Background: an optimization exercise with open tools, aiming at small area. Do not read the settings as production practice. At most, simulation tests tie the RTL to the original design; equivalence was not proved. Power and IR drop assume default switching activity.

## before
Design board, start of the top module:
module board(
    input clk,
    input rst,
    input [11:0] passSW,
    input T1btn,
    input T0btn,
    input Cbtn,
    output bnkLED,
    output t1LED,
    output t0LED,
    input counterSW,
    input bankSW,
    input chPASS,
    output a,
    output b,
    output c,
    output d,
    output e,
    output f,
    output g,
    output an0,
    output an1,
    output an2,
    output an3,
    output Wait
    );
Size in the first run: about 500 cells after synthesis, about 35 I/O pins, ~4500 um2 of cells after synthesis.
==> module queueTimer, before the edit <==
module queueTimer(clk, rst, trig, queueActive, blinkOff);
  parameter [14:0] S1 = 15'h0001, Z = 15'h4000;    
  parameter [14:0] SQ = 15'h18ca;                  
  parameter [14:0] SE3 = 15'h6319, SE4 = 15'h318c;  
  input clk, rst, trig;
  output queueActive, blinkOff;
  reg [14:0] B;
  reg [1:0] P, st;
  reg L, cR, qR;
  assign queueActive = cR;
  assign blinkOff = st[0];
  wire bQ = (B == SQ);
  wire qsig = qR & bQ;                                           
  wire csig = cR & (P == 2'd3) & (L ? (B == SE4) : (B == SE3));   
  wire cont = cR | (qR & (st != 2'd2));      
  always @(posedge clk or posedge rst)
    if (rst) begin
      st <= 2'd0;
      cR <= 1'b0;
      qR <= 1'b0;
    end else begin
      st <= (st == 2'd3) ? 2'd0 : st + {1'b0, qsig};
      if (csig) cR <= 1'b0;
      else if (trig) cR <= 1'b1;
      if (qsig) qR <= (st != 2'd2);
      else if (trig) qR <= 1'b1;
    end
  always @(posedge clk) begin
    if (trig) begin
      B <= qsig ? Z : S1;
      P <= 2'd0;
      L <= qsig;
    end else if (bQ) begin
      B <= cont ? Z : 15'd0;
      P <= P + 2'd1;
    end else if (csig) begin
      B <= 15'd0;
    end else begin
      B <= {B[13:0], B[14] ^ B[13]};
    end
  end
endmodule
==> module ssdDrive, before the edit <==
module ssdDrive(clk, rst, bankLed, blinkOff, queueActive, notRdyCls, totalCus,
  C, O, last1, a, b, c, d, e, f, g, an0, an1, an2, an3);
  input clk, rst, bankLed, blinkOff, queueActive, notRdyCls, last1;
  input [7:0] totalCus, C, O;
  output a, b, c, d, e, f, g, an0, an1, an2, an3;
  localparam BL = 5'b10001, LL = 5'b10000, RR = 5'b11010;
  reg [4:0] k;
  reg [3:0] h;       
  reg [4:0] code;
  wire adv = (k == 5'd29);
  wire [3:0] hn = {h[2], h[1], h[0], ~(h[0] | h[1] | h[2])};
  wire [3:0] S = rst ? 4'd0 : (adv ? hn : h);    
  wire lo = S[0] | S[2];
  wire right = S[0] | S[1];
  wire [3:0] tN = lo ? totalCus[3:0] : totalCus[7:4];
  wire [3:0] cN = lo ? C[3:0] : C[7:4];
  wire [3:0] oN = lo ? O[3:0] : O[7:4];
  wire useO = ~right ^ last1;
  wire showTot = right & (queueActive | notRdyCls);
  wire subC = right & ~queueActive & notRdyCls;
  wire bin = subC & ~lo & (totalCus[3:0] < C[3:0]);
  wire [3:0] p1 = showTot ? tN : (useO ? oN : cN);
  wire [3:0] p2 = subC ? cN : 4'd0;
  wire [3:0] numv = p1 - p2 - {3'd0, bin};
  wire [4:0] num = {1'b0, numv};
  reg [4:0] sel;
  always @(*) begin
    if (S == 4'd0) sel = BL;
    else if (!bankLed) sel = S[0] ? 5'd13 : S[1] ? 5'd5 : S[2] ? LL : 5'd12;
    else if (blinkOff) sel = BL;
    else if (queueActive) sel = right ? num : BL;
    else if (notRdyCls) sel = right ? num : S[2] ? 5'd12 : RR;
    else sel = num;
  end
  always @(posedge clk) begin
    k <= rst ? 5'd16 : (adv ? 5'd1 : {k[3:0], k[4] ^ k[2]});
    h <= S;
    code <= sel;
  end
  assign {an3, an2, an1, an0} = ~h;
  localparam [111:0] HEX = 112'b0111000011000010000100110001110000000010000000100000000000011110100000010010010011000000110001001010011110000001;
  wire [6:0] hx = HEX[code[3:0]*7 +: 7];
  wire [6:0] seg = hx | {{3{code[4]}}, 2'b00, code[4] & code[3], 1'b0};
  assign {g, f, e, d, c, b, a} = seg;
endmodule
Settings: LEC_CHECK=0, ABC_AREA=1, CAP_MARGIN=20, CORE_MARGIN=2, CORE_UTILIZATION=60, SLEW_MARGIN=20; clock period 10.0 ns.
standard.sh (not shown) runs the stock make flow with config.mk's settings and CLKGATE_MAP_FILE= SYNTH_SCRIPT=/design/flow/synth_recipe.tcl, a recipe that flattens the netlist after the stock synthesis.
==> flow/flow/run.sh <==
#!/bin/bash
# Layout flow: the standard synthesis, then the combinational logic is
# re-mapped for area (registers kept as they are), then the standard ORFS
# layout with small port buffers and a clock tree without dummy loads.
set -euo pipefail
W=$(pwd)
F=$W/flow
R=$W/orfs/results/$FLOW_PLATFORM/board/base
L=$W/orfs/logs/$FLOW_PLATFORM/board/base

# 1. standard synthesis
bash standard.sh synth > $W/1_standard_synth.log 2>&1

# 2. area re-mapping of the combinational logic
cp $R/1_2_yosys.v $W/1_2_yosys_standard.v
DU=$(grep -o -- "-dont_use [A-Za-z0-9_]*" $L/1_2_yosys.log | awk '{print $2}' | sort -u | tr '\n' ' ')
REMAP_IN=$W/1_2_yosys_standard.v REMAP_OUT=$W/1_2_yosys_remap.v \
REMAP_LIB=$FLOW_HOME/platforms/$FLOW_PLATFORM/lib/sky130_fd_sc_hd__tt_025C_1v80.lib \
REMAP_ABC=$F/abc REMAP_DONTUSE="$DU" \
  yosys -c $F/remap.tcl > $W/2_remap.log 2>&1
cp $W/1_2_yosys_remap.v $R/1_2_yosys.v
rm -f $R/1_synth.odb $R/1_synth.sdc
bash standard.sh synth > $W/3_synth_odb.log 2>&1

# 3. the rest of the standard layout
export BUFFER_PORTS_ARGS="-buffer_cell sky130_fd_sc_hd__buf_1"
export CTS_ARGS="-sink_clustering_enable -repair_clock_nets -dont_use_dummy_load -buf_list sky130_fd_sc_hd__clkbuf_8 -sink_clustering_size 30 -sink_clustering_max_diameter 100"
bash standard.sh > $W/4_standard_layout.log 2>&1
Other scripts of this flow, unchanged in this note and not shown: flow/flow/abc/d0.abc, flow/flow/abc/d5.abc, flow/flow/abc/e1.abc, flow/flow/abc/e2.abc, flow/flow/abc/e3.abc, flow/flow/abc/e6.abc, flow/flow/abc/e7.abc, flow/flow/remap.tcl
--- input diff before..after ---
--- a/flow/design.v
+++ b/flow/design.v
@@ -121,18 +121,20 @@
 endmodule
 module queueTimer(clk, rst, trig, queueActive, blinkOff);
-  parameter [14:0] S1 = 15'h0001, Z = 15'h4000;    
-  parameter [14:0] SQ = 15'h18ca;                  
-  parameter [14:0] SE3 = 15'h6319, SE4 = 15'h318c;  
+  parameter Q = 25000;           
+  parameter W = 15;              
   input clk, rst, trig;
   output queueActive, blinkOff;
-  reg [14:0] B;
+  localparam [W-1:0] QM = Q;         
+  localparam [W-1:0] EM = Q - 4;     
+  localparam [W-1:0] EM1 = Q - 3;    
+  reg [W-1:0] B;
   reg [1:0] P, st;
   reg L, cR, qR;
   assign queueActive = cR;
   assign blinkOff = st[0];
-  wire bQ = (B == SQ);
-  wire qsig = qR & bQ;                                           
-  wire csig = cR & (P == 2'd3) & (L ? (B == SE4) : (B == SE3));   
-  wire cont = cR | (qR & (st != 2'd2));      
+  wire bQ = ((B & QM) == QM);
+  wire qsig = qR & bQ;                                              
+  wire csig = cR & (P == 2'd3) & ((B & EM) == EM) & (B[0] | L);     
+  wire run = qR | cR;
   always @(posedge clk or posedge rst)
     if (rst) begin
@@ -149,14 +151,12 @@
   always @(posedge clk) begin
     if (trig) begin
-      B <= qsig ? Z : S1;
+      B <= {{(W-1){1'b0}}, ~qsig};
       P <= 2'd0;
       L <= qsig;
-    end else if (bQ) begin
-      B <= cont ? Z : 15'd0;
+    end else if (bQ | csig) begin
+      B <= {W{1'b0}};
       P <= P + 2'd1;
-    end else if (csig) begin
-      B <= 15'd0;
     end else begin
-      B <= {B[13:0], B[14] ^ B[13]};
+      B <= B + {{(W-1){1'b0}}, run};
     end
   end
@@ -167,9 +167,9 @@
   input [7:0] totalCus, C, O;
   output a, b, c, d, e, f, g, an0, an1, an2, an3;
-  localparam BL = 5'b10001, LL = 5'b10000, RR = 5'b11010;
+  localparam BL = 5'b11111, LL = 5'b10001, RR = 5'b11010;
   reg [4:0] k;
   reg [3:0] h;       
   reg [4:0] code;
-  wire adv = (k == 5'd29);
+  wire adv = k[4] & k[3] & ~k[0];
   wire [3:0] hn = {h[2], h[1], h[0], ~(h[0] | h[1] | h[2])};
   wire [3:0] S = rst ? 4'd0 : (adv ? hn : h);    
@@ -197,5 +197,5 @@
   end
   always @(posedge clk) begin
-    k <= rst ? 5'd16 : (adv ? 5'd1 : {k[3:0], k[4] ^ k[2]});
+    k <= rst ? 5'd31 : (adv ? 5'd0 : k + 5'd1);
     h <= S;
     code <= sel;
@@ -204,5 +204,5 @@
   localparam [111:0] HEX = 112'b0111000011000010000100110001110000000010000000100000000000011110100000010010010011000000110001001010011110000001;
   wire [6:0] hx = HEX[code[3:0]*7 +: 7];
-  wire [6:0] seg = hx | {{3{code[4]}}, 2'b00, code[4] & code[3], 1'b0};
+  wire [6:0] seg = code[4] ? {3'b111, code[3:0]} : hx;
   assign {g, f, e, d, c, b, a} = seg;
 endmodule
==> run notes <==
before → after: initial cell density of the core has increased, total of clock buffers placed in the layout about even, leakage power shows an increase of about 4%, routing usage on met2 went down 0.26 points.
after vs before: power up
after vs before — area added between synthesis and finish rose 0.15 points.
When after is measured against before, its share of cell area taken by flip-flops and latches turns out 1.2 points lower.
Side by side, period utilization turned out higher in after than in before.
Only the layout flow was run in after; the RTL was not checked for function there.

separate check: timing with driven ports:
The results above use ideal ports. As a check the final layouts listed here were re-extracted and re-timed, cells and wires unchanged. Step 1: set_driving_cell puts a clkbuf_16 on clk and a buf_2 on each other input, an assumption about the parent block. Step 2 times the ports against the registers' clock, not the clock port: input delays grow and output delays shrink by t, the midpoint of the rising clock arrivals with the driver on. a / b / c = ideal / step 1 / step 2; a / b = the first two.
| run | shift t [ns] | setup slack, ns | clock arrival spread, ns | worst register clock-pin slew, ns | worst data-port slew with drivers (ns) |
|---|---|---|---|---|---|
| before | 0.378 | 4.660 / 4.665 / 4.287 | 0.033 / 0.034 | 0.11 / 0.11 | 0.04 |
| after | 0.382 | 4.089 / 4.101 / 3.720 | 0.020 / 0.019 | 0.09 / 0.09 | 0.03 |
After both steps every run listed still meets setup and hold. The setup slack of before, which loses most, moves by +0.005 ns with the drivers and by -0.373 ns with both steps.
